From an optimization exercise on the open Yosys and OpenROAD flow, aimed at small area and a short achievable clock period; shortcuts taken in it are not production practice. No run shown here included a check of the RTL's function; only the layout flow was run. Power is estimated from default activity; no workload was simulated.

===== design/flow/config.mk =====
export PLATFORM = sky130hd
export DESIGN_NAME = Optimized_Wallace
export DESIGN_NICKNAME = Optimized_Wallace
export VERILOG_FILES = /design/flow/design.v
export SDC_FILE = /design/flow/constraint.sdc
export NUM_CORES = 4
export LEC_CHECK = 0
export CAP_MARGIN = 20
export CORE_MARGIN = 2
export CORE_UTILIZATION = 40
export SETUP_SLACK_MARGIN = 1.4
export SLEW_MARGIN = 20
export SYNTH_HIERARCHICAL = 1
export SYNTH_MINIMUM_KEEP_SIZE = 0

===== design/flow/constraint.sdc =====
create_clock -name core_clock -period 3.0 [get_ports {clk}]
set_input_delay 0.6000 -clock core_clock [delete_from_list [all_inputs] [get_ports {clk}]]
set_output_delay 0.6000 -clock core_clock [all_outputs]
set_load 0.01 [all_outputs]

===== design/flow/design.v =====
`timescale 1ns / 1ps
module fa(input a, b, c, output s, co);
    assign s = a ^ b ^ c;
    assign co = (a & b) | (a & c) | (b & c);
endmodule
module ha(input a, b, output s, co);
    assign s = a ^ b;
    assign co = a & b;
endmodule
module Optimized_Wallace(
    input clk, rst,
    input [15:0] A, B,
    output reg [31:0] PRODUCT
);
    reg [15:0] ra;
    reg rb15;
    reg one0;
    reg two0;
    reg neg0;
    reg one1;
    reg two1;
    reg neg1;
    reg one2;
    reg two2;
    reg neg2;
    reg one3;
    reg two3;
    reg neg3;
    reg one4;
    reg two4;
    reg neg4;
    reg one5;
    reg two5;
    reg neg5;
    reg one6;
    reg two6;
    reg neg6;
    reg one7;
    reg two7;
    reg neg7;
    reg [127:0] r2;
    reg [75:0] r3;
    reg v1, v2, v3;
    wire pp1 = ((one0 & ra[0])) ^ neg0;
    wire pp2 = ((one0 & ra[1]) | (two0 & ra[0])) ^ neg0;
    wire pp3 = ((one0 & ra[2]) | (two0 & ra[1])) ^ neg0;
    wire pp4 = ((one0 & ra[3]) | (two0 & ra[2])) ^ neg0;
    wire pp5 = ((one0 & ra[4]) | (two0 & ra[3])) ^ neg0;
    wire pp6 = ((one0 & ra[5]) | (two0 & ra[4])) ^ neg0;
    wire pp7 = ((one0 & ra[6]) | (two0 & ra[5])) ^ neg0;
    wire pp8 = ((one0 & ra[7]) | (two0 & ra[6])) ^ neg0;
    wire pp9 = ((one0 & ra[8]) | (two0 & ra[7])) ^ neg0;
    wire pp10 = ((one0 & ra[9]) | (two0 & ra[8])) ^ neg0;
    wire pp11 = ((one0 & ra[10]) | (two0 & ra[9])) ^ neg0;
    wire pp12 = ((one0 & ra[11]) | (two0 & ra[10])) ^ neg0;
    wire pp13 = ((one0 & ra[12]) | (two0 & ra[11])) ^ neg0;
    wire pp14 = ((one0 & ra[13]) | (two0 & ra[12])) ^ neg0;
    wire pp15 = ((one0 & ra[14]) | (two0 & ra[13])) ^ neg0;
    wire pp16 = ((one0 & ra[15]) | (two0 & ra[14])) ^ neg0;
    wire pp17 = ((two0 & ra[15])) ^ neg0;
    wire ns18 = ~neg0;
    wire pp19 = ((one1 & ra[0])) ^ neg1;
    wire pp20 = ((one1 & ra[1]) | (two1 & ra[0])) ^ neg1;
    wire pp21 = ((one1 & ra[2]) | (two1 & ra[1])) ^ neg1;
    wire pp22 = ((one1 & ra[3]) | (two1 & ra[2])) ^ neg1;
    wire pp23 = ((one1 & ra[4]) | (two1 & ra[3])) ^ neg1;
    wire pp24 = ((one1 & ra[5]) | (two1 & ra[4])) ^ neg1;
    wire pp25 = ((one1 & ra[6]) | (two1 & ra[5])) ^ neg1;
    wire pp26 = ((one1 & ra[7]) | (two1 & ra[6])) ^ neg1;
    wire pp27 = ((one1 & ra[8]) | (two1 & ra[7])) ^ neg1;
    wire pp28 = ((one1 & ra[9]) | (two1 & ra[8])) ^ neg1;
    wire pp29 = ((one1 & ra[10]) | (two1 & ra[9])) ^ neg1;
    wire pp30 = ((one1 & ra[11]) | (two1 & ra[10])) ^ neg1;
    wire pp31 = ((one1 & ra[12]) | (two1 & ra[11])) ^ neg1;
    wire pp32 = ((one1 & ra[13]) | (two1 & ra[12])) ^ neg1;
    wire pp33 = ((one1 & ra[14]) | (two1 & ra[13])) ^ neg1;
    wire pp34 = ((one1 & ra[15]) | (two1 & ra[14])) ^ neg1;
    wire pp35 = ((two1 & ra[15])) ^ neg1;
    wire ns36 = ~neg1;
    wire pp37 = ((one2 & ra[0])) ^ neg2;
    wire pp38 = ((one2 & ra[1]) | (two2 & ra[0])) ^ neg2;
    wire pp39 = ((one2 & ra[2]) | (two2 & ra[1])) ^ neg2;
    wire pp40 = ((one2 & ra[3]) | (two2 & ra[2])) ^ neg2;
    wire pp41 = ((one2 & ra[4]) | (two2 & ra[3])) ^ neg2;
    wire pp42 = ((one2 & ra[5]) | (two2 & ra[4])) ^ neg2;
    wire pp43 = ((one2 & ra[6]) | (two2 & ra[5])) ^ neg2;
    wire pp44 = ((one2 & ra[7]) | (two2 & ra[6])) ^ neg2;
    wire pp45 = ((one2 & ra[8]) | (two2 & ra[7])) ^ neg2;
    wire pp46 = ((one2 & ra[9]) | (two2 & ra[8])) ^ neg2;
    wire pp47 = ((one2 & ra[10]) | (two2 & ra[9])) ^ neg2;
    wire pp48 = ((one2 & ra[11]) | (two2 & ra[10])) ^ neg2;
    wire pp49 = ((one2 & ra[12]) | (two2 & ra[11])) ^ neg2;
    wire pp50 = ((one2 & ra[13]) | (two2 & ra[12])) ^ neg2;
    wire pp51 = ((one2 & ra[14]) | (two2 & ra[13])) ^ neg2;
    wire pp52 = ((one2 & ra[15]) | (two2 & ra[14])) ^ neg2;
    wire pp53 = ((two2 & ra[15])) ^ neg2;
    wire ns54 = ~neg2;
    wire pp55 = ((one3 & ra[0])) ^ neg3;
    wire pp56 = ((one3 & ra[1]) | (two3 & ra[0])) ^ neg3;
    wire pp57 = ((one3 & ra[2]) | (two3 & ra[1])) ^ neg3;
    wire pp58 = ((one3 & ra[3]) | (two3 & ra[2])) ^ neg3;
    wire pp59 = ((one3 & ra[4]) | (two3 & ra[3])) ^ neg3;
    wire pp60 = ((one3 & ra[5]) | (two3 & ra[4])) ^ neg3;
    wire pp61 = ((one3 & ra[6]) | (two3 & ra[5])) ^ neg3;
    wire pp62 = ((one3 & ra[7]) | (two3 & ra[6])) ^ neg3;
    wire pp63 = ((one3 & ra[8]) | (two3 & ra[7])) ^ neg3;
    wire pp64 = ((one3 & ra[9]) | (two3 & ra[8])) ^ neg3;
    wire pp65 = ((one3 & ra[10]) | (two3 & ra[9])) ^ neg3;
    wire pp66 = ((one3 & ra[11]) | (two3 & ra[10])) ^ neg3;
    wire pp67 = ((one3 & ra[12]) | (two3 & ra[11])) ^ neg3;
    wire pp68 = ((one3 & ra[13]) | (two3 & ra[12])) ^ neg3;
    wire pp69 = ((one3 & ra[14]) | (two3 & ra[13])) ^ neg3;
    wire pp70 = ((one3 & ra[15]) | (two3 & ra[14])) ^ neg3;
    wire pp71 = ((two3 & ra[15])) ^ neg3;
    wire ns72 = ~neg3;
    wire pp73 = ((one4 & ra[0])) ^ neg4;
    wire pp74 = ((one4 & ra[1]) | (two4 & ra[0])) ^ neg4;
    wire pp75 = ((one4 & ra[2]) | (two4 & ra[1])) ^ neg4;
    wire pp76 = ((one4 & ra[3]) | (two4 & ra[2])) ^ neg4;
    wire pp77 = ((one4 & ra[4]) | (two4 & ra[3])) ^ neg4;
    wire pp78 = ((one4 & ra[5]) | (two4 & ra[4])) ^ neg4;
    wire pp79 = ((one4 & ra[6]) | (two4 & ra[5])) ^ neg4;
    wire pp80 = ((one4 & ra[7]) | (two4 & ra[6])) ^ neg4;
    wire pp81 = ((one4 & ra[8]) | (two4 & ra[7])) ^ neg4;
    wire pp82 = ((one4 & ra[9]) | (two4 & ra[8])) ^ neg4;
    wire pp83 = ((one4 & ra[10]) | (two4 & ra[9])) ^ neg4;
    wire pp84 = ((one4 & ra[11]) | (two4 & ra[10])) ^ neg4;
    wire pp85 = ((one4 & ra[12]) | (two4 & ra[11])) ^ neg4;
    wire pp86 = ((one4 & ra[13]) | (two4 & ra[12])) ^ neg4;
    wire pp87 = ((one4 & ra[14]) | (two4 & ra[13])) ^ neg4;
    wire pp88 = ((one4 & ra[15]) | (two4 & ra[14])) ^ neg4;
    wire pp89 = ((two4 & ra[15])) ^ neg4;
    wire ns90 = ~neg4;
    wire pp91 = ((one5 & ra[0])) ^ neg5;
    wire pp92 = ((one5 & ra[1]) | (two5 & ra[0])) ^ neg5;
    wire pp93 = ((one5 & ra[2]) | (two5 & ra[1])) ^ neg5;
    wire pp94 = ((one5 & ra[3]) | (two5 & ra[2])) ^ neg5;
    wire pp95 = ((one5 & ra[4]) | (two5 & ra[3])) ^ neg5;
    wire pp96 = ((one5 & ra[5]) | (two5 & ra[4])) ^ neg5;
    wire pp97 = ((one5 & ra[6]) | (two5 & ra[5])) ^ neg5;
    wire pp98 = ((one5 & ra[7]) | (two5 & ra[6])) ^ neg5;
    wire pp99 = ((one5 & ra[8]) | (two5 & ra[7])) ^ neg5;
    wire pp100 = ((one5 & ra[9]) | (two5 & ra[8])) ^ neg5;
    wire pp101 = ((one5 & ra[10]) | (two5 & ra[9])) ^ neg5;
    wire pp102 = ((one5 & ra[11]) | (two5 & ra[10])) ^ neg5;
    wire pp103 = ((one5 & ra[12]) | (two5 & ra[11])) ^ neg5;
    wire pp104 = ((one5 & ra[13]) | (two5 & ra[12])) ^ neg5;
    wire pp105 = ((one5 & ra[14]) | (two5 & ra[13])) ^ neg5;
    wire pp106 = ((one5 & ra[15]) | (two5 & ra[14])) ^ neg5;
    wire pp107 = ((two5 & ra[15])) ^ neg5;
    wire ns108 = ~neg5;
    wire pp109 = ((one6 & ra[0])) ^ neg6;
    wire pp110 = ((one6 & ra[1]) | (two6 & ra[0])) ^ neg6;
    wire pp111 = ((one6 & ra[2]) | (two6 & ra[1])) ^ neg6;
    wire pp112 = ((one6 & ra[3]) | (two6 & ra[2])) ^ neg6;
    wire pp113 = ((one6 & ra[4]) | (two6 & ra[3])) ^ neg6;
    wire pp114 = ((one6 & ra[5]) | (two6 & ra[4])) ^ neg6;
    wire pp115 = ((one6 & ra[6]) | (two6 & ra[5])) ^ neg6;
    wire pp116 = ((one6 & ra[7]) | (two6 & ra[6])) ^ neg6;
    wire pp117 = ((one6 & ra[8]) | (two6 & ra[7])) ^ neg6;
    wire pp118 = ((one6 & ra[9]) | (two6 & ra[8])) ^ neg6;
    wire pp119 = ((one6 & ra[10]) | (two6 & ra[9])) ^ neg6;
    wire pp120 = ((one6 & ra[11]) | (two6 & ra[10])) ^ neg6;
    wire pp121 = ((one6 & ra[12]) | (two6 & ra[11])) ^ neg6;
    wire pp122 = ((one6 & ra[13]) | (two6 & ra[12])) ^ neg6;
    wire pp123 = ((one6 & ra[14]) | (two6 & ra[13])) ^ neg6;
    wire pp124 = ((one6 & ra[15]) | (two6 & ra[14])) ^ neg6;
    wire pp125 = ((two6 & ra[15])) ^ neg6;
    wire ns126 = ~neg6;
    wire pp127 = ((one7 & ra[0])) ^ neg7;
    wire pp128 = ((one7 & ra[1]) | (two7 & ra[0])) ^ neg7;
    wire pp129 = ((one7 & ra[2]) | (two7 & ra[1])) ^ neg7;
    wire pp130 = ((one7 & ra[3]) | (two7 & ra[2])) ^ neg7;
    wire pp131 = ((one7 & ra[4]) | (two7 & ra[3])) ^ neg7;
    wire pp132 = ((one7 & ra[5]) | (two7 & ra[4])) ^ neg7;
    wire pp133 = ((one7 & ra[6]) | (two7 & ra[5])) ^ neg7;
    wire pp134 = ((one7 & ra[7]) | (two7 & ra[6])) ^ neg7;
    wire pp135 = ((one7 & ra[8]) | (two7 & ra[7])) ^ neg7;
    wire pp136 = ((one7 & ra[9]) | (two7 & ra[8])) ^ neg7;
    wire pp137 = ((one7 & ra[10]) | (two7 & ra[9])) ^ neg7;
    wire pp138 = ((one7 & ra[11]) | (two7 & ra[10])) ^ neg7;
    wire pp139 = ((one7 & ra[12]) | (two7 & ra[11])) ^ neg7;
    wire pp140 = ((one7 & ra[13]) | (two7 & ra[12])) ^ neg7;
    wire pp141 = ((one7 & ra[14]) | (two7 & ra[13])) ^ neg7;
    wire pp142 = ((one7 & ra[15]) | (two7 & ra[14])) ^ neg7;
    wire pp143 = ((two7 & ra[15])) ^ neg7;
    wire ns144 = ~neg7;
    wire pp145 = rb15 & ra[0];
    wire pp146 = rb15 & ra[1];
    wire pp147 = rb15 & ra[2];
    wire pp148 = rb15 & ra[3];
    wire pp149 = rb15 & ra[4];
    wire pp150 = rb15 & ra[5];
    wire pp151 = rb15 & ra[6];
    wire pp152 = rb15 & ra[7];
    wire pp153 = rb15 & ra[8];
    wire pp154 = rb15 & ra[9];
    wire pp155 = rb15 & ra[10];
    wire pp156 = rb15 & ra[11];
    wire pp157 = rb15 & ra[12];
    wire pp158 = rb15 & ra[13];
    wire pp159 = rb15 & ra[14];
    wire pp160 = rb15 & ra[15];
    wire s161, c162;
    ha u_s161 (.a(neg0), .b(pp1), .s(s161), .co(c162));
    wire s163, c164;
    ha u_s163 (.a(pp2), .b(c162), .s(s163), .co(c164));
    wire s165, c166;
    fa u_s165 (.a(neg1), .b(pp3), .c(pp19), .s(s165), .co(c166));
    wire s167, c168;
    fa u_s167 (.a(neg2), .b(pp5), .c(pp21), .s(s167), .co(c168));
    wire s169, c170;
    fa u_s169 (.a(pp6), .b(pp22), .c(pp38), .s(s169), .co(c170));
    wire s171, c172;
    fa u_s171 (.a(neg3), .b(pp7), .c(pp23), .s(s171), .co(c172));
    wire s173, c174;
    fa u_s173 (.a(pp8), .b(pp24), .c(pp40), .s(s173), .co(c174));
    wire s175, c176;
    fa u_s175 (.a(neg4), .b(pp9), .c(pp25), .s(s175), .co(c176));
    wire s177, c178;
    fa u_s177 (.a(pp41), .b(pp57), .c(pp73), .s(s177), .co(c178));
    wire s179, c180;
    fa u_s179 (.a(pp10), .b(pp26), .c(pp42), .s(s179), .co(c180));
    wire s181, c182;
    fa u_s181 (.a(neg5), .b(pp11), .c(pp27), .s(s181), .co(c182));
    wire s183, c184;
    fa u_s183 (.a(pp43), .b(pp59), .c(pp75), .s(s183), .co(c184));
    wire s185, c186;
    fa u_s185 (.a(pp12), .b(pp28), .c(pp44), .s(s185), .co(c186));
    wire s187, c188;
    fa u_s187 (.a(pp60), .b(pp76), .c(pp92), .s(s187), .co(c188));
    wire s189, c190;
    fa u_s189 (.a(neg6), .b(pp13), .c(pp29), .s(s189), .co(c190));
    wire s191, c192;
    fa u_s191 (.a(pp45), .b(pp61), .c(pp77), .s(s191), .co(c192));
    wire s193, c194;
    fa u_s193 (.a(pp14), .b(pp30), .c(pp46), .s(s193), .co(c194));
    wire s195, c196;
    fa u_s195 (.a(pp62), .b(pp78), .c(pp94), .s(s195), .co(c196));
    wire s197, c198;
    fa u_s197 (.a(neg7), .b(pp15), .c(pp31), .s(s197), .co(c198));
    wire s199, c200;
    fa u_s199 (.a(pp47), .b(pp63), .c(pp79), .s(s199), .co(c200));
    wire s201, c202;
    fa u_s201 (.a(pp95), .b(pp111), .c(pp127), .s(s201), .co(c202));
    wire s203, c204;
    fa u_s203 (.a(pp16), .b(pp32), .c(pp48), .s(s203), .co(c204));
    wire s205, c206;
    fa u_s205 (.a(pp64), .b(pp80), .c(pp96), .s(s205), .co(c206));
    wire s207, c208;
    fa u_s207 (.a(pp145), .b(pp17), .c(pp33), .s(s207), .co(c208));
    wire s209, c210;
    fa u_s209 (.a(pp49), .b(pp65), .c(pp81), .s(s209), .co(c210));
    wire s211, c212;
    fa u_s211 (.a(pp97), .b(pp113), .c(pp129), .s(s211), .co(c212));
    wire s213 = ~(ns18 ^ pp146);
    wire c214 = ns18 | pp146;
    wire s215, c216;
    fa u_s215 (.a(pp34), .b(pp50), .c(pp66), .s(s215), .co(c216));
    wire s217, c218;
    fa u_s217 (.a(pp82), .b(pp98), .c(pp114), .s(s217), .co(c218));
    wire s219 = ~(pp147 ^ pp35);
    wire c220 = pp147 | pp35;
    wire s221, c222;
    fa u_s221 (.a(pp51), .b(pp67), .c(pp83), .s(s221), .co(c222));
    wire s223, c224;
    fa u_s223 (.a(pp99), .b(pp115), .c(pp131), .s(s223), .co(c224));
    wire s225, c226;
    fa u_s225 (.a(ns36), .b(pp148), .c(pp52), .s(s225), .co(c226));
    wire s227, c228;
    fa u_s227 (.a(pp68), .b(pp84), .c(pp100), .s(s227), .co(c228));
    wire s229 = ~(pp149 ^ pp53);
    wire c230 = pp149 | pp53;
    wire s231, c232;
    fa u_s231 (.a(pp69), .b(pp85), .c(pp101), .s(s231), .co(c232));
    wire s233, c234;
    fa u_s233 (.a(ns54), .b(pp150), .c(pp70), .s(s233), .co(c234));
    wire s235, c236;
    fa u_s235 (.a(pp86), .b(pp102), .c(pp118), .s(s235), .co(c236));
    wire s237 = ~(pp151 ^ pp71);
    wire c238 = pp151 | pp71;
    wire s239, c240;
    fa u_s239 (.a(pp87), .b(pp103), .c(pp119), .s(s239), .co(c240));
    wire s241, c242;
    fa u_s241 (.a(ns72), .b(pp152), .c(pp88), .s(s241), .co(c242));
    wire s243, c244;
    fa u_s243 (.a(pp104), .b(pp120), .c(pp136), .s(s243), .co(c244));
    wire s245 = ~(pp153 ^ pp89);
    wire c246 = pp153 | pp89;
    wire s247, c248;
    fa u_s247 (.a(pp105), .b(pp121), .c(pp137), .s(s247), .co(c248));
    wire s249, c250;
    fa u_s249 (.a(ns90), .b(pp154), .c(pp106), .s(s249), .co(c250));
    wire s251 = ~(pp155 ^ pp107);
    wire c252 = pp155 | pp107;
    wire s253, c254;
    fa u_s253 (.a(ns108), .b(pp156), .c(pp124), .s(s253), .co(c254));
    wire s255 = ~(pp157 ^ pp125);
    wire c256 = pp157 | pp125;
    wire s257, c258;
    fa u_s257 (.a(ns126), .b(pp158), .c(pp142), .s(s257), .co(c258));
    wire s259 = ~(pp159 ^ pp143);
    wire c260 = pp159 | pp143;
    wire s261, c262;
    ha u_s261 (.a(r2[2]), .b(r2[3]), .s(s261), .co(c262));
    wire s263, c264;
    fa u_s263 (.a(r2[4]), .b(r2[5]), .c(r2[6]), .s(s263), .co(c264));
    wire s265, c266;
    ha u_s265 (.a(c262), .b(s263), .s(s265), .co(c266));
    wire s267, c268;
    fa u_s267 (.a(r2[7]), .b(r2[8]), .c(c264), .s(s267), .co(c268));
    wire s269, c270;
    fa u_s269 (.a(r2[11]), .b(r2[12]), .c(r2[13]), .s(s269), .co(c270));
    wire s271, c272;
    fa u_s271 (.a(r2[15]), .b(r2[16]), .c(r2[17]), .s(s271), .co(c272));
    wire s273, c274;
    fa u_s273 (.a(r2[18]), .b(r2[19]), .c(r2[20]), .s(s273), .co(c274));
    wire s275, c276;
    fa u_s275 (.a(r2[21]), .b(r2[22]), .c(r2[23]), .s(s275), .co(c276));
    wire s277, c278;
    fa u_s277 (.a(r2[24]), .b(r2[25]), .c(c274), .s(s277), .co(c278));
    wire s279, c280;
    fa u_s279 (.a(r2[26]), .b(r2[27]), .c(r2[28]), .s(s279), .co(c280));
    wire s281, c282;
    fa u_s281 (.a(r2[29]), .b(c276), .c(s279), .s(s281), .co(c282));
    wire s283, c284;
    fa u_s283 (.a(r2[30]), .b(r2[31]), .c(r2[32]), .s(s283), .co(c284));
    wire s285, c286;
    fa u_s285 (.a(r2[33]), .b(c280), .c(s283), .s(s285), .co(c286));
    wire s287, c288;
    fa u_s287 (.a(r2[34]), .b(r2[35]), .c(r2[36]), .s(s287), .co(c288));
    wire s289, c290;
    fa u_s289 (.a(r2[37]), .b(r2[38]), .c(r2[39]), .s(s289), .co(c290));
    wire s291, c292;
    fa u_s291 (.a(c284), .b(s287), .c(s289), .s(s291), .co(c292));
    wire s293, c294;
    fa u_s293 (.a(r2[40]), .b(r2[41]), .c(r2[42]), .s(s293), .co(c294));
    wire s295, c296;
    fa u_s295 (.a(r2[43]), .b(r2[44]), .c(c288), .s(s295), .co(c296));
    wire s297, c298;
    fa u_s297 (.a(r2[45]), .b(r2[46]), .c(r2[47]), .s(s297), .co(c298));
    wire s299, c300;
    fa u_s299 (.a(r2[48]), .b(r2[49]), .c(c294), .s(s299), .co(c300));
    wire s301, c302;
    fa u_s301 (.a(r2[50]), .b(r2[51]), .c(r2[52]), .s(s301), .co(c302));
    wire s303, c304;
    fa u_s303 (.a(r2[53]), .b(r2[54]), .c(r2[55]), .s(s303), .co(c304));
    wire s305, c306;
    fa u_s305 (.a(r2[56]), .b(c298), .c(s301), .s(s305), .co(c306));
    wire s307, c308;
    fa u_s307 (.a(r2[57]), .b(r2[58]), .c(r2[59]), .s(s307), .co(c308));
    wire s309, c310;
    fa u_s309 (.a(r2[60]), .b(r2[61]), .c(c302), .s(s309), .co(c310));
    wire s311, c312;
    fa u_s311 (.a(r2[62]), .b(r2[63]), .c(r2[64]), .s(s311), .co(c312));
    wire s313, c314;
    fa u_s313 (.a(r2[65]), .b(r2[66]), .c(r2[67]), .s(s313), .co(c314));
    wire s315, c316;
    fa u_s315 (.a(r2[68]), .b(c308), .c(s311), .s(s315), .co(c316));
    wire s317, c318;
    fa u_s317 (.a(r2[69]), .b(r2[70]), .c(r2[71]), .s(s317), .co(c318));
    wire s319, c320;
    fa u_s319 (.a(r2[72]), .b(r2[73]), .c(r2[74]), .s(s319), .co(c320));
    wire s321, c322;
    fa u_s321 (.a(c312), .b(c314), .c(s317), .s(s321), .co(c322));
    wire s323, c324;
    fa u_s323 (.a(r2[75]), .b(r2[76]), .c(r2[77]), .s(s323), .co(c324));
    wire s325, c326;
    fa u_s325 (.a(r2[78]), .b(r2[79]), .c(r2[80]), .s(s325), .co(c326));
    wire s327, c328;
    fa u_s327 (.a(r2[81]), .b(c318), .c(c320), .s(s327), .co(c328));
    wire s329, c330;
    fa u_s329 (.a(r2[82]), .b(r2[83]), .c(r2[84]), .s(s329), .co(c330));
    wire s331, c332;
    fa u_s331 (.a(r2[85]), .b(r2[86]), .c(r2[87]), .s(s331), .co(c332));
    wire s333, c334;
    fa u_s333 (.a(c324), .b(c326), .c(s329), .s(s333), .co(c334));
    wire s335, c336;
    fa u_s335 (.a(r2[88]), .b(r2[89]), .c(r2[90]), .s(s335), .co(c336));
    wire s337, c338;
    fa u_s337 (.a(r2[91]), .b(r2[92]), .c(c330), .s(s337), .co(c338));
    wire s339, c340;
    fa u_s339 (.a(r2[93]), .b(r2[94]), .c(r2[95]), .s(s339), .co(c340));
    wire s341, c342;
    fa u_s341 (.a(r2[96]), .b(r2[97]), .c(c336), .s(s341), .co(c342));
    wire s343, c344;
    fa u_s343 (.a(r2[98]), .b(r2[99]), .c(r2[100]), .s(s343), .co(c344));
    wire s345, c346;
    fa u_s345 (.a(r2[101]), .b(c340), .c(s343), .s(s345), .co(c346));
    wire s347, c348;
    fa u_s347 (.a(r2[102]), .b(r2[103]), .c(r2[104]), .s(s347), .co(c348));
    wire s349, c350;
    fa u_s349 (.a(r2[105]), .b(c344), .c(s347), .s(s349), .co(c350));
    wire s351, c352;
    fa u_s351 (.a(r2[106]), .b(r2[107]), .c(r2[108]), .s(s351), .co(c352));
    wire s353, c354;
    fa u_s353 (.a(r2[109]), .b(r2[110]), .c(c348), .s(s353), .co(c354));
    wire s355, c356;
    fa u_s355 (.a(r2[111]), .b(r2[112]), .c(r2[113]), .s(s355), .co(c356));
    wire s357, c358;
    fa u_s357 (.a(r2[114]), .b(c352), .c(s355), .s(s357), .co(c358));
    wire s359, c360;
    fa u_s359 (.a(r2[115]), .b(r2[116]), .c(r2[117]), .s(s359), .co(c360));
    wire s361, c362;
    fa u_s361 (.a(r2[118]), .b(r2[119]), .c(r2[120]), .s(s361), .co(c362));
    wire s363, c364;
    fa u_s363 (.a(r2[121]), .b(r2[122]), .c(c362), .s(s363), .co(c364));
    wire s365, c366;
    fa u_s365 (.a(r2[125]), .b(r2[126]), .c(r2[127]), .s(s365), .co(c366));
    wire s367, c368;
    fa u_s367 (.a(r3[6]), .b(r3[7]), .c(r3[8]), .s(s367), .co(c368));
    wire s369, c370;
    fa u_s369 (.a(r3[9]), .b(r3[10]), .c(c368), .s(s369), .co(c370));
    wire s371, c372;
    fa u_s371 (.a(r3[11]), .b(r3[12]), .c(c370), .s(s371), .co(c372));
    wire s373, c374;
    fa u_s373 (.a(r3[13]), .b(r3[14]), .c(c372), .s(s373), .co(c374));
    wire s375, c376;
    fa u_s375 (.a(r3[15]), .b(r3[16]), .c(c374), .s(s375), .co(c376));
    wire s377, c378;
    fa u_s377 (.a(r3[17]), .b(r3[18]), .c(c376), .s(s377), .co(c378));
    wire s379, c380;
    fa u_s379 (.a(r3[19]), .b(r3[20]), .c(c378), .s(s379), .co(c380));
    wire s381, c382;
    fa u_s381 (.a(r3[21]), .b(r3[22]), .c(c380), .s(s381), .co(c382));
    wire s383, c384;
    fa u_s383 (.a(r3[23]), .b(r3[24]), .c(r3[25]), .s(s383), .co(c384));
    wire s385, c386;
    fa u_s385 (.a(r3[26]), .b(s383), .c(c382), .s(s385), .co(c386));
    wire s387, c388;
    fa u_s387 (.a(r3[27]), .b(r3[28]), .c(r3[29]), .s(s387), .co(c388));
    wire s389, c390;
    fa u_s389 (.a(c384), .b(s387), .c(c386), .s(s389), .co(c390));
    wire s391, c392;
    fa u_s391 (.a(r3[30]), .b(r3[31]), .c(r3[32]), .s(s391), .co(c392));
    wire s393, c394;
    fa u_s393 (.a(c388), .b(s391), .c(c390), .s(s393), .co(c394));
    wire s395, c396;
    fa u_s395 (.a(r3[33]), .b(r3[34]), .c(r3[35]), .s(s395), .co(c396));
    wire s397, c398;
    fa u_s397 (.a(r3[36]), .b(c392), .c(s395), .s(s397), .co(c398));
    wire s399, c400;
    fa u_s399 (.a(r3[37]), .b(r3[38]), .c(r3[39]), .s(s399), .co(c400));
    wire s401, c402;
    fa u_s401 (.a(c396), .b(s399), .c(c398), .s(s401), .co(c402));
    wire s403, c404;
    fa u_s403 (.a(r3[40]), .b(r3[41]), .c(r3[42]), .s(s403), .co(c404));
    wire s405, c406;
    fa u_s405 (.a(c400), .b(s403), .c(c402), .s(s405), .co(c406));
    wire s407, c408;
    fa u_s407 (.a(r3[43]), .b(r3[44]), .c(r3[45]), .s(s407), .co(c408));
    wire s409, c410;
    fa u_s409 (.a(r3[46]), .b(c404), .c(s407), .s(s409), .co(c410));
    wire s411, c412;
    fa u_s411 (.a(r3[47]), .b(r3[48]), .c(r3[49]), .s(s411), .co(c412));
    wire s413, c414;
    fa u_s413 (.a(c408), .b(s411), .c(c410), .s(s413), .co(c414));
    wire s415, c416;
    fa u_s415 (.a(r3[50]), .b(r3[51]), .c(r3[52]), .s(s415), .co(c416));
    wire s417, c418;
    fa u_s417 (.a(r3[53]), .b(c412), .c(s415), .s(s417), .co(c418));
    wire s419, c420;
    fa u_s419 (.a(r3[54]), .b(r3[55]), .c(r3[56]), .s(s419), .co(c420));
    wire s421, c422;
    fa u_s421 (.a(c416), .b(s419), .c(c418), .s(s421), .co(c422));
    wire s423, c424;
    fa u_s423 (.a(r3[57]), .b(r3[58]), .c(c420), .s(s423), .co(c424));
    wire s425, c426;
    fa u_s425 (.a(r3[59]), .b(r3[60]), .c(c424), .s(s425), .co(c426));
    wire s427, c428;
    fa u_s427 (.a(r3[61]), .b(r3[62]), .c(r3[63]), .s(s427), .co(c428));
    wire s429, c430;
    fa u_s429 (.a(r3[64]), .b(r3[65]), .c(c428), .s(s429), .co(c430));
    wire s431, c432;
    fa u_s431 (.a(r3[66]), .b(r3[67]), .c(r3[68]), .s(s431), .co(c432));
    wire s433, c434;
    fa u_s433 (.a(r3[69]), .b(r3[70]), .c(c432), .s(s433), .co(c434));
    wire s435, c436;
    fa u_s435 (.a(r3[72]), .b(r3[73]), .c(r3[74]), .s(s435), .co(c436));
    wire g437 = r3[4] & r3[5];
    wire p438 = r3[4] ^ r3[5];
    wire g439 = s367 & 1'b0;
    wire p440 = s367 ^ 1'b0;
    wire g441 = s369 & 1'b0;
    wire p442 = s369 ^ 1'b0;
    wire g443 = s371 & 1'b0;
    wire p444 = s371 ^ 1'b0;
    wire g445 = s373 & 1'b0;
    wire p446 = s373 ^ 1'b0;
    wire g447 = s375 & 1'b0;
    wire p448 = s375 ^ 1'b0;
    wire g449 = s377 & 1'b0;
    wire p450 = s377 ^ 1'b0;
    wire g451 = s379 & 1'b0;
    wire p452 = s379 ^ 1'b0;
    wire g453 = s381 & 1'b0;
    wire p454 = s381 ^ 1'b0;
    wire g455 = s385 & 1'b0;
    wire p456 = s385 ^ 1'b0;
    wire g457 = s389 & 1'b0;
    wire p458 = s389 ^ 1'b0;
    wire g459 = s393 & 1'b0;
    wire p460 = s393 ^ 1'b0;
    wire g461 = s397 & c394;
    wire p462 = s397 ^ c394;
    wire g463 = s401 & 1'b0;
    wire p464 = s401 ^ 1'b0;
    wire g465 = s405 & 1'b0;
    wire p466 = s405 ^ 1'b0;
    wire g467 = s409 & c406;
    wire p468 = s409 ^ c406;
    wire g469 = s413 & 1'b0;
    wire p470 = s413 ^ 1'b0;
    wire g471 = s417 & c414;
    wire p472 = s417 ^ c414;
    wire g473 = s421 & 1'b0;
    wire p474 = s421 ^ 1'b0;
    wire g475 = s423 & c422;
    wire p476 = s423 ^ c422;
    wire g477 = s425 & 1'b0;
    wire p478 = s425 ^ 1'b0;
    wire g479 = s427 & c426;
    wire p480 = s427 ^ c426;
    wire g481 = s429 & 1'b0;
    wire p482 = s429 ^ 1'b0;
    wire g483 = s431 & c430;
    wire p484 = s431 ^ c430;
    wire g485 = s433 & 1'b0;
    wire p486 = s433 ^ 1'b0;
    wire g487 = r3[71] & c434;
    wire p488 = r3[71] ^ c434;
    wire g489 = s435 & 1'b0;
    wire p490 = s435 ^ 1'b0;
    wire g491 = r3[75] & c436;
    wire p492 = r3[75] ^ c436;
    wire G493 = g439 | (p440 & g437);
    wire P494 = p440 & p438;
    wire G495 = g443 | (p444 & g441);
    wire P496 = p444 & p442;
    wire G497 = g447 | (p448 & g445);
    wire P498 = p448 & p446;
    wire G499 = g451 | (p452 & g449);
    wire P500 = p452 & p450;
    wire G501 = g455 | (p456 & g453);
    wire P502 = p456 & p454;
    wire G503 = g459 | (p460 & g457);
    wire P504 = p460 & p458;
    wire G505 = g463 | (p464 & g461);
    wire P506 = p464 & p462;
    wire G507 = g467 | (p468 & g465);
    wire P508 = p468 & p466;
    wire G509 = g471 | (p472 & g469);
    wire P510 = p472 & p470;
    wire G511 = g475 | (p476 & g473);
    wire P512 = p476 & p474;
    wire G513 = g479 | (p480 & g477);
    wire P514 = p480 & p478;
    wire G515 = g483 | (p484 & g481);
    wire P516 = p484 & p482;
    wire G517 = g487 | (p488 & g485);
    wire P518 = p488 & p486;
    wire G519 = g491 | (p492 & g489);
    wire P520 = p492 & p490;
    wire G521 = g441 | (p442 & G493);
    wire P522 = p442 & P494;
    wire G523 = G495 | (P496 & G493);
    wire P524 = P496 & P494;
    wire G525 = g449 | (p450 & G497);
    wire P526 = p450 & P498;
    wire G527 = G499 | (P500 & G497);
    wire P528 = P500 & P498;
    wire G529 = g457 | (p458 & G501);
    wire P530 = p458 & P502;
    wire G531 = G503 | (P504 & G501);
    wire P532 = P504 & P502;
    wire G533 = g465 | (p466 & G505);
    wire P534 = p466 & P506;
    wire G535 = G507 | (P508 & G505);
    wire P536 = P508 & P506;
    wire G537 = g473 | (p474 & G509);
    wire P538 = p474 & P510;
    wire G539 = G511 | (P512 & G509);
    wire P540 = P512 & P510;
    wire G541 = g481 | (p482 & G513);
    wire P542 = p482 & P514;
    wire G543 = G515 | (P516 & G513);
    wire P544 = P516 & P514;
    wire G545 = g489 | (p490 & G517);
    wire P546 = p490 & P518;
    wire G547 = G519 | (P520 & G517);
    wire P548 = P520 & P518;
    wire G549 = g445 | (p446 & G523);
    wire P550 = p446 & P524;
    wire G551 = G497 | (P498 & G523);
    wire P552 = P498 & P524;
    wire G553 = G525 | (P526 & G523);
    wire P554 = P526 & P524;
    wire G555 = G527 | (P528 & G523);
    wire P556 = P528 & P524;
    wire G557 = g461 | (p462 & G531);
    wire P558 = p462 & P532;
    wire G559 = G505 | (P506 & G531);
    wire P560 = P506 & P532;
    wire G561 = G533 | (P534 & G531);
    wire P562 = P534 & P532;
    wire G563 = G535 | (P536 & G531);
    wire P564 = P536 & P532;
    wire G565 = g477 | (p478 & G539);
    wire P566 = p478 & P540;
    wire G567 = G513 | (P514 & G539);
    wire P568 = P514 & P540;
    wire G569 = G541 | (P542 & G539);
    wire P570 = P542 & P540;
    wire G571 = G543 | (P544 & G539);
    wire P572 = P544 & P540;
    wire G573 = g453 | (p454 & G555);
    wire P574 = p454 & P556;
    wire G575 = G501 | (P502 & G555);
    wire P576 = P502 & P556;
    wire G577 = G529 | (P530 & G555);
    wire P578 = P530 & P556;
    wire G579 = G531 | (P532 & G555);
    wire P580 = P532 & P556;
    wire G581 = G557 | (P558 & G555);
    wire P582 = P558 & P556;
    wire G583 = G559 | (P560 & G555);
    wire P584 = P560 & P556;
    wire G585 = G561 | (P562 & G555);
    wire P586 = P562 & P556;
    wire G587 = G563 | (P564 & G555);
    wire P588 = P564 & P556;
    wire G589 = g485 | (p486 & G571);
    wire P590 = p486 & P572;
    wire G591 = G517 | (P518 & G571);
    wire P592 = P518 & P572;
    wire G593 = G545 | (P546 & G571);
    wire P594 = P546 & P572;
    wire G595 = G547 | (P548 & G571);
    wire P596 = P548 & P572;
    wire G597 = g469 | (p470 & G587);
    wire P598 = p470 & P588;
    wire G599 = G509 | (P510 & G587);
    wire P600 = P510 & P588;
    wire G601 = G537 | (P538 & G587);
    wire P602 = P538 & P588;
    wire G603 = G539 | (P540 & G587);
    wire P604 = P540 & P588;
    wire G605 = G565 | (P566 & G587);
    wire P606 = P566 & P588;
    wire G607 = G567 | (P568 & G587);
    wire P608 = P568 & P588;
    wire G609 = G569 | (P570 & G587);
    wire P610 = P570 & P588;
    wire G611 = G571 | (P572 & G587);
    wire P612 = P572 & P588;
    wire G613 = G589 | (P590 & G587);
    wire P614 = P590 & P588;
    wire G615 = G591 | (P592 & G587);
    wire P616 = P592 & P588;
    wire G617 = G593 | (P594 & G587);
    wire P618 = P594 & P588;
    wire G619 = G595 | (P596 & G587);
    wire P620 = P596 & P588;
    wire sum621 = p438;
    wire sum622 = p440 ^ g437;
    wire sum623 = p442 ^ G493;
    wire sum624 = p444 ^ G521;
    wire sum625 = p446 ^ G523;
    wire sum626 = p448 ^ G549;
    wire sum627 = p450 ^ G551;
    wire sum628 = p452 ^ G553;
    wire sum629 = p454 ^ G555;
    wire sum630 = p456 ^ G573;
    wire sum631 = p458 ^ G575;
    wire sum632 = p460 ^ G577;
    wire sum633 = p462 ^ G579;
    wire sum634 = p464 ^ G581;
    wire sum635 = p466 ^ G583;
    wire sum636 = p468 ^ G585;
    wire sum637 = p470 ^ G587;
    wire sum638 = p472 ^ G597;
    wire sum639 = p474 ^ G599;
    wire sum640 = p476 ^ G601;
    wire sum641 = p478 ^ G603;
    wire sum642 = p480 ^ G605;
    wire sum643 = p482 ^ G607;
    wire sum644 = p484 ^ G609;
    wire sum645 = p486 ^ G611;
    wire sum646 = p488 ^ G613;
    wire sum647 = p490 ^ G615;
    wire sum648 = p492 ^ G617;
    wire [31:0] sum = {sum648, sum647, sum646, sum645, sum644, sum643, sum642, sum641, sum640, sum639, sum638, sum637, sum636, sum635, sum634, sum633, sum632, sum631, sum630, sum629, sum628, sum627, sum626, sum625, sum624, sum623, sum622, sum621, r3[3], r3[2], r3[1], r3[0]};
    always @(posedge clk or posedge rst) begin
        if (rst) begin
            v1 <= 1'b0; v2 <= 1'b0; v3 <= 1'b0;
            PRODUCT <= 32'd0;
        end else begin
            v1 <= 1'b1; v2 <= v1; v3 <= v2;
            PRODUCT <= sum & {32{v3}};
        end
    end
    always @(posedge clk) begin
        ra <= A;
        rb15 <= B[15];
        one0 <= B[0] ^ 1'b0;
        two0 <= (B[1] & ~B[0] & ~1'b0) | (~B[1] & B[0] & 1'b0);
        neg0 <= B[1] & ~(B[0] & 1'b0);
        one1 <= B[2] ^ B[1];
        two1 <= (B[3] & ~B[2] & ~B[1]) | (~B[3] & B[2] & B[1]);
        neg1 <= B[3] & ~(B[2] & B[1]);
        one2 <= B[4] ^ B[3];
        two2 <= (B[5] & ~B[4] & ~B[3]) | (~B[5] & B[4] & B[3]);
        neg2 <= B[5] & ~(B[4] & B[3]);
        one3 <= B[6] ^ B[5];
        two3 <= (B[7] & ~B[6] & ~B[5]) | (~B[7] & B[6] & B[5]);
        neg3 <= B[7] & ~(B[6] & B[5]);
        one4 <= B[8] ^ B[7];
        two4 <= (B[9] & ~B[8] & ~B[7]) | (~B[9] & B[8] & B[7]);
        neg4 <= B[9] & ~(B[8] & B[7]);
        one5 <= B[10] ^ B[9];
        two5 <= (B[11] & ~B[10] & ~B[9]) | (~B[11] & B[10] & B[9]);
        neg5 <= B[11] & ~(B[10] & B[9]);
        one6 <= B[12] ^ B[11];
        two6 <= (B[13] & ~B[12] & ~B[11]) | (~B[13] & B[12] & B[11]);
        neg6 <= B[13] & ~(B[12] & B[11]);
        one7 <= B[14] ^ B[13];
        two7 <= (B[15] & ~B[14] & ~B[13]) | (~B[15] & B[14] & B[13]);
        neg7 <= B[15] & ~(B[14] & B[13]);
        r2 <= {c260, pp160, ns144, c258, s259, s257, c256, c254, s255, pp141, s253, c252, pp140, c250, s251, pp139, pp123, s249, c248, c246, pp138, pp122, s247, c244, c242, s245, s243, s241, c240, c238, s239, c236, c234, s237, pp135, s235, s233, c232, c230, pp134, s231, c228, c226, s229, pp133, pp117, s227, s225, c224, c222, c220, pp132, pp116, s223, s221, c218, c216, s219, c214, s217, s215, c212, c210, c208, s213, pp130, s211, s209, s207, c206, c204, s205, s203, c202, c200, c198, pp128, pp112, s201, s199, s197, c196, c194, s195, s193, c192, c190, pp110, s191, s189, c188, c186, pp109, pp93, s187, s185, c184, c182, s183, s181, c180, pp91, s179, c178, c176, pp74, pp58, s177, s175, c174, s173, c172, pp56, s171, c170, pp55, pp39, s169, c168, s167, pp37, c166, pp20, pp4, s165, c164, s163, s161};
        r3 <= {s365, c364, r2[124], r2[123], s363, s361, c360, c358, s359, c356, s357, c354, s353, c350, s351, s349, c346, s345, c342, s341, c338, s339, s337, c334, s335, c332, s333, c328, s331, s327, c322, s325, s323, s321, c316, s319, s315, c310, s313, s309, c306, s307, c304, s305, c300, s303, s299, c296, s297, s295, c292, s293, c290, s291, c286, s285, c282, s281, c278, s277, s275, s273, c272, s271, c270, s269, r2[14], c268, r2[10], r2[9], s267, c266, s265, s261, r2[1], r2[0]};
    end
endmodule

===== design/flow/run.sh =====
#!/bin/bash
# synth_recipe.tcl (not shown) runs the flow's synth.tcl, then flattens the netlist and writes it again
# the make line also repeats each setting of config.mk as NAME=value (left out here)
make -C /OpenROAD-flow-scripts/flow DESIGN_CONFIG=/design/flow/config.mk WORK_HOME=/design/flow/orfs CLKGATE_MAP_FILE= SYNTH_SCRIPT=/design/flow/synth_recipe.tcl finish

==> flow_summary.toml, run 1 <==
[status]
status = "finished with violations"
failed_checks = "negative setup slack"

[clocking]
cts_buffer_depth = 3
clk_latency_ns = 0.54
clk_pin_slew_ns = 0.06
tritoncts = "done"
h-tree-depth = 1
cts-root-buf = "clkbuf_16"
cts_inserted_buffers = 29
ctsHoldBuffers = 0
cts.sinks = 280

[timing]
finalWorstPathRequiredPeriod_ns = 5.813
grt_setup_unrepaired = "yes"
hold_viol = 0
slew_violations = 0
fmax_ghz = 0.1720
slew_headroom_pct = 57.50
timing.hold.ws_ns = 0.3263
worst_pin_slew_ns = 0.6366
setup_viol = 22
post-route-period-util_pct = 193.8
finClkSkew_ns = 0.01973
fin_ws_ns = -2.813
setup_tns_ns = -49.47

[critical_path]
path_buf_inv = 0
crit_slowest_cell = "or4_4"
critPathKind = "reg2reg"
cp.arrival_ns = 6.20
r2r-start = "r3[6]$_DFF_P_"
cp-startpoint = "r3[6]$_DFF_P_"
cp_data_required_time_ns = 3.39
path_delay_family = "adder cells"
crit_top_cell = "fa_2"
worstPathCellList = "fa_2 -> fa_2 -> fa_2 -> fa_2 -> fa_2 -> fa_2 -> fa_2 -> fa_2 -> fa_2 -> fa_2 -> fa_2 -> nand4_4 -> or4_4 -> a2111oi_4 -> o211a_1 -> nor3_1"
cpPeakStageDelay_ns = 0.60
path_max_fanout = 4
cp-end-kind = "flip-flop"
startpoint_type = "flip-flop"

[yosys]
synth-seq-area-share_pct = 47.14
yosysWarnings = 7
ys_seq_elements = 280
yosysMostFrequentCell = "dfxtp_1"
ys_async_sr_fraction_pct = 12.50
yosysTopAreaCell = "dfxtp_1"
synthFlopType = "dfxtp_1"
synth_edf_count = 0
synthCells = 971
synth_fp_nets = 1163
yosysUniqueCellTypes = 46
synth.area.top_cells = "dfxtp_1 40%, fa_1 21%, xnor2_1 10%, a22oi_1 7.4%, dfrtp_1 7.1%"
synth_area_um2 = 12260
synth_top_area_share_pct = 40.00
synth_area_per_cell_um2 = 12.63
yosys-top-cells-count = "245 x dfxtp_1, 143 x xnor2_1, 126 x fa_1, 121 x a22oi_1, 76 x clkbuf_1"

[global_routing]
grt_pass1_wl_um = 41990
antenna_found_initial = 0
grt_util_all_layers_pct = 16.88
grt_max_degree = 36
grt_pass1_vias = 7488
grt.overflow.total = 0

[routing]
finalWirelength_um = 26040
drc = 0
drt-pass1-iter-count = 5
vias_per_cell = 4.910
wl_per_cell_um = 17.80
first_iter_violations = 415
routed-via-count = 7183
postRouteAntennaNets = 0

[hold_path]
hp-class = "reg2reg"
holdCritStartpoint = "r2[1]$_DFF_P_"

[layout]
post-route-util_pct = 48.86
syn2layout_area_growth_pct = 20.92
final_cells = 1463
drive_above_1_share_pct = 21.27
nets = 1238
antenna_cells = 0
fillers = 2651

[power]
total_power_mw = 19.48
vdd_drop_max_uv = 637.4
powerDensity_nw_per_um2 = 1314
p_leak_nw = 5.936

[die]
core_um2 = 30350
die_w_um = 179.1
start_util_pct = 40.41
die_area_um2 = 32070
boundaryPins = 66
rows = 64
die_h_um = 179.1

[placement]
port_buffers = 65
place_inst = 1399
hpwlAfterDp_um = 18320
gp_congestion = 0.8194

[flow_run]
cap_violations = 0
## report_power, final
group	internal, mW	switching (mW)	leakage, nW
sequential	4.97	0.741	2.52
clock	1.95	1.43	0.449
combinational	5.53	4.86	2.96
## cell families (layout without fill, tap and decap cells)
group | after synthesis | after routing | share of synthesized area (%)
flops | 280 | 280 | 47.14
fa+ha+maj | 158 | 158 | 23.83
xor+xnor | 148 | 148 | 10.57
compound gates | 147 | 147 | 9.305
simple gates | 119 | 119 | 5.224
buf+inv | 114 | 210 | 3.571
mux | 4 | 4 | 0.3265
other cells | 1 | 1 | 0.03058
## worst paths after layout
path	end	slack [ns]	cells past startpoint
max	PRODUCT[27]$_DFF_PP0_	-2.81	16
min	r3[1]$_DFF_P_	0.33	0
max reg2reg	PRODUCT[27]$_DFF_PP0_	-2.81	16
min reg2reg	r3[1]$_DFF_P_	0.33	0
max in group asynchronous	PRODUCT[31]$_DFF_PP0_	2.20	3
min in group asynchronous	PRODUCT[11]$_DFF_PP0_	0.48	3
## flip-flops by register name, summed over array words and instances, names as in the netlist, 16 cells and up
signal   count
ra          16
r2         128
r3          76
PRODUCT     32
## cell type report
class	count	area [um^2]	share of cell area [%]
Clock buffer	40	837.1	5.645
Clock inverter	12	80.08	0.5400
Timing Repair Buffer	128	1101	7.426
Inverter	30	115.1	0.7763
Sequential cell	280	5901	39.79
Multi-Input combinational cell	577	6299	42.48
Tap cell	396	495.5	3.341
## Yosys stat by module (local to each module, per instance)
module,cell area [um^2],times used,flip-flops and latches
Optimized_Wallace,9691,1,280
fa,20.02,126,0
ha,12.51,4,0
## repair_timing
action,CTS,global route
resized for setup,213,35
buffers inserted,4,8
endpoints found under the setup margin,140,88
endpoints found under the hold margin,0,0
pin swaps,18,7
gates cloned,0,0
## layer usage
metal  global-route usage, %  share of wire (%)  vias up
met3                   3.541                8.1       32
met1                   24.78                 47     3560
met4                   3.864                1.3        0
li1                        -                  -     3338
met5                       0                  0        -
met2                   25.64                 44      253
## through the flow
step                      area (um^2)  worst slack [ns]
after floorplan                 12400            -2.768
after global placement          13560            -2.923
after detailed placement        13560            -2.941
after CTS                       14610            -2.812
after global routing            14830            -2.998
final                           14830            -2.813
## cells in the final DEF (no fill, tap or decap), drive strengths merged, types with 13 or more instances in the layout
cell type	synthesis	routed
nand2	36	36
xnor2	143	143
dfrtp	35	35
buf	8	95
ha	32	32
clkbuf	76	40
nor2	13	13
clkdlybuf4s50	0	33
and2	18	18
inv	29	30
fa	126	126
a22oi	121	121
dfxtp	245	245
==> run 2, diff against run 1 <==
--- a/design/flow/config.mk
+++ b/design/flow/config.mk
@@ -9,5 +9,4 @@
 export CORE_MARGIN = 2
 export CORE_UTILIZATION = 40
-export SETUP_SLACK_MARGIN = 1.4
 export SLEW_MARGIN = 20
 export SYNTH_HIERARCHICAL = 1
==> flow_summary.toml, run 2 <==
[status]
status = "finished with violations"
failed_checks = "negative setup slack"

[yosys]
synth-seq-area-share_pct = 47.14
ys_seq_elements = 280
synth_top_area_share_pct = 40.00
yosysWarnings = 7
synthCells = 971
synth_area_um2 = 12260
synth_edf_count = 0
yosys-top-cells-count = "245 x dfxtp_1, 143 x xnor2_1, 126 x fa_1, 121 x a22oi_1, 76 x clkbuf_1"
synth_area_per_cell_um2 = 12.63
ys_async_sr_fraction_pct = 12.50
yosysTopAreaCell = "dfxtp_1"
synthFlopType = "dfxtp_1"
yosysUniqueCellTypes = 46
synth_fp_nets = 1163
synth.area.top_cells = "dfxtp_1 40%, fa_1 21%, xnor2_1 10%, a22oi_1 7.4%, dfrtp_1 7.1%"
yosysMostFrequentCell = "dfxtp_1"

[layout]
mostFrequentLayoutCells = "244 x dfxtp_1, 140 x xnor2_1, 121 x a22oi_1"
reg_top3 = "r2 x128, r3 x76, PRODUCT x32"
antenna_cells = 0
fillers = 2649
nets = 1232
post-route-util_pct = 48.51
largest_reg_flops = 128
regMostFlops = "r2"
final_common_cell = "dfxtp_1"
syn2layout_area_growth_pct = 20.06
drive_above_1_share_pct = 13.56

[die]
die_h_um = 179.1
rows = 64
boundaryPins = 66
start_util_pct = 40.41
die_area_um2 = 32070
die_w_um = 179.1
core_um2 = 30350

[hold_path]
hp-class = "reg2reg"

[placement]
gp_congestion = 0.8083
pre_cts_slack_ns = -2.955
hpwlAfterDp_um = 18030
port_buffers = 65

[critical_path]
cp-startpoint = "r3[6]$_DFF_P_"
path_max_fanout = 4
critPathKind = "reg2reg"
r2r_cells = 16
timing.rr.end = "PRODUCT[27]$_DFF_PP0_"
r2r-start = "r3[6]$_DFF_P_"
cp-end-kind = "flip-flop"
startpoint_type = "flip-flop"
crit_end = "PRODUCT[27]$_DFF_PP0_"
rrSetupSlack_ns = -2.82
cp.arrival_ns = 6.22
cp_data_required_time_ns = 3.40

[clocking]
cts_buffer_depth = 3
cts.sinks = 280
cts_inserted_buffers = 29
h-tree-depth = 1
clk_pin_slew_ns = 0.06
ctsHoldBuffers = 0
clk_latency_ns = 0.53
cts-root-buf = "clkbuf_16"
tritoncts = "done"

[global_routing]
grt_util_all_layers_pct = 16.81
grt_max_degree = 36
antenna_found_initial = 2
grt.overflow.total = 0
grt_pass1_vias = 7556
grt_pass1_wl_um = 41690

[routing]
drt-pass1-iter-count = 5
vias_per_cell = 4.875
wl_per_cell_um = 17.80
drc = 0
routed-via-count = 7108
finalWirelength_um = 25950
postRouteAntennaNets = 0
first_iter_violations = 440

[timing]
fmax_ghz = 0.1718
grt_setup_unrepaired = "yes"
fin_ws_ns = -2.822
finalWorstPathRequiredPeriod_ns = 5.822
post-route-period-util_pct = 194.1
finClkSkew_ns = 0.009726
hold_viol = 0
slew_headroom_pct = 37.73
setup_viol = 22
slew_violations = 0
worst_pin_slew_ns = 0.9328

[power]
p_leak_nw = 5.854
powerDensity_nw_per_um2 = 1317
vdd_drop_max_uv = 853.9

[flow_run]
cap_violations = 0
==> run 2: changes by cell type in the layout (fill, tap and decap cells not counted), sizes merged <==
| cell | before | now |
|---|---|---|
| buf | 95 | 57 |
| clkdlybuf4s50 | 33 | 65 |
| bufinv | 0 | 3 |
| clkinv | 9 | 8 |
| clkinvlp | 3 | 2 |
==> run 2: layout make-up <==
type,count,area [um^2],share of cell area (%)
Sequential cell,280,5782,39.27
Clock inverter,13,170.2,1.156
Clock buffer,40,817.0,5.549
Tap cell,396,495.5,3.365
Timing Repair Buffer,122,1127,7.657
Inverter,30,115.1,0.7818
Multi-Input combinational cell,577,6216,42.22
==> run 2: kinds of logic after synthesis <==
kind of cell             synth area share [%]
buffers and inverters                   3.571
flip-flops                              47.14
XOR/XNOR                                10.57
adder cells (fa/ha/maj)                 23.83
AND/OR/NAND/NOR                         5.224
multiplexers                           0.3265
other                                 0.03058
AO/OA/AOI/OAI                           9.305
==> run 2: per-layer routing <==
metal  share of wire (%)  vias to the layer above  wire length, um  GRT usage, %
met5                   0                        -                0             0
met4                 1.6                        0              427         3.898
met3                 7.0                       36             1817         3.265
met2                  44                      237            11320         26.03
met1                  48                     3498            12390         24.38
li1                    -                     3337                -             -
==> run 2: timing repair <==
item                                    in CTS  in global routing
setup buffers                                3                  3
endpoints found under the setup margin      22                 22
pin swaps                                    9                  4
gates cloned                                 0                  0
resized for setup                           27                  3
==> run 2: per-module statistics from Yosys, one instance, submodules excluded <==
| module | copies in the design | cell area [um^2] | flops+latches |
|---|---|---|---|
| fa | 126 | 20.02 | 0 |
| ha | 4 | 12.51 | 0 |
| Optimized_Wallace | 1 | 9691 | 280 |
==> run 2: worst min path at each step <==
stage / from / end / slack (ns) / cells past startpoint
2_1_floorplan: r2[0]$_DFF_P_ / r3[0]$_DFF_P_ / 0.31 / 0
3_3_place_gp: r2[123]$_DFF_P_ / r3[72]$_DFF_P_ / 0.31 / 0
3_5_place_dp: r2[1]$_DFF_P_ / r3[1]$_DFF_P_ / 0.31 / 0
4_1_cts: r2[1]$_DFF_P_ / r3[1]$_DFF_P_ / 0.33 / 0
5_1_grt: r2[14]$_DFF_P_ / r3[9]$_DFF_P_ / 0.34 / 0
6_report: r2[1]$_DFF_P_ / r3[1]$_DFF_P_ / 0.33 / 0
==> run 2: critical path, cell delays in order (launching register included) <==
cell and delay [ns]:
dfxtp_2 0.33, fa_2 0.38, fa_2 0.34, fa_2 0.35, fa_2 0.35, fa_2 0.36, fa_2 0.35, fa_2 0.34
fa_2 0.34, fa_2 0.35, fa_2 0.35, fa_2 0.57, nand4_4 0.08, or4_4 0.59, a2111oi_4 0.35, o211a_1 0.22
nor3_2 0.04
==> run 2: power breakdown <==
group          internal (mW)  switching [mW]  total (mW)
registers               4.97           0.733        5.70
logic                   5.39            4.69        10.1
clock network           2.17            1.43        3.61
==> run 2: per-stage QoR <==
| step | power [mW] | hold slack, ns | instance area, um^2 | cells | TNS, ns |
|---|---|---|---|---|---|
| after detailed placement | 14.88 | 0.3121 | 13560 | 1400 | -50.30 |
| after global routing | 20.93 | 0.3423 | 14720 | 1458 | -52.90 |
| after global placement | 14.71 | 0.3130 | 13560 | 1400 | -49.85 |
| final | 19.39 | 0.3268 | 14720 | 1458 | -49.71 |
| after CTS | 19.42 | 0.3263 | 14700 | 1456 | -49.20 |
| after floorplan | 11.42 | 0.3096 | 12350 | 971 | -44.86 |

## static timing again, ports no longer ideal
The results above use ideal ports. As a check the final layouts listed here were re-extracted and re-timed, cells and wires unchanged.
Step 1, drivers: a clkbuf_16 drives clk and a buf_2 each remaining input, both assumed.
Step 2 times the ports against the registers' clock, not the clock port: input delays grow and output delays shrink by t, the midpoint of the rising clock arrivals with the driver on.
Three values: ideal, step 1, step 2; two values: the first two.
| run | t (ns) | slack for setup (ns) | clock arrival spread, ns | worst register clock-pin slew, ns |
|---|---|---|---|---|
| run 1 | 0.577 | -2.813 / -2.813 / -2.813 | 0.022 / 0.023 | 0.07 / 0.07 |
| run 2 | 0.575 | -2.822 / -2.822 / -2.822 | 0.011 / 0.011 | 0.07 / 0.07 |
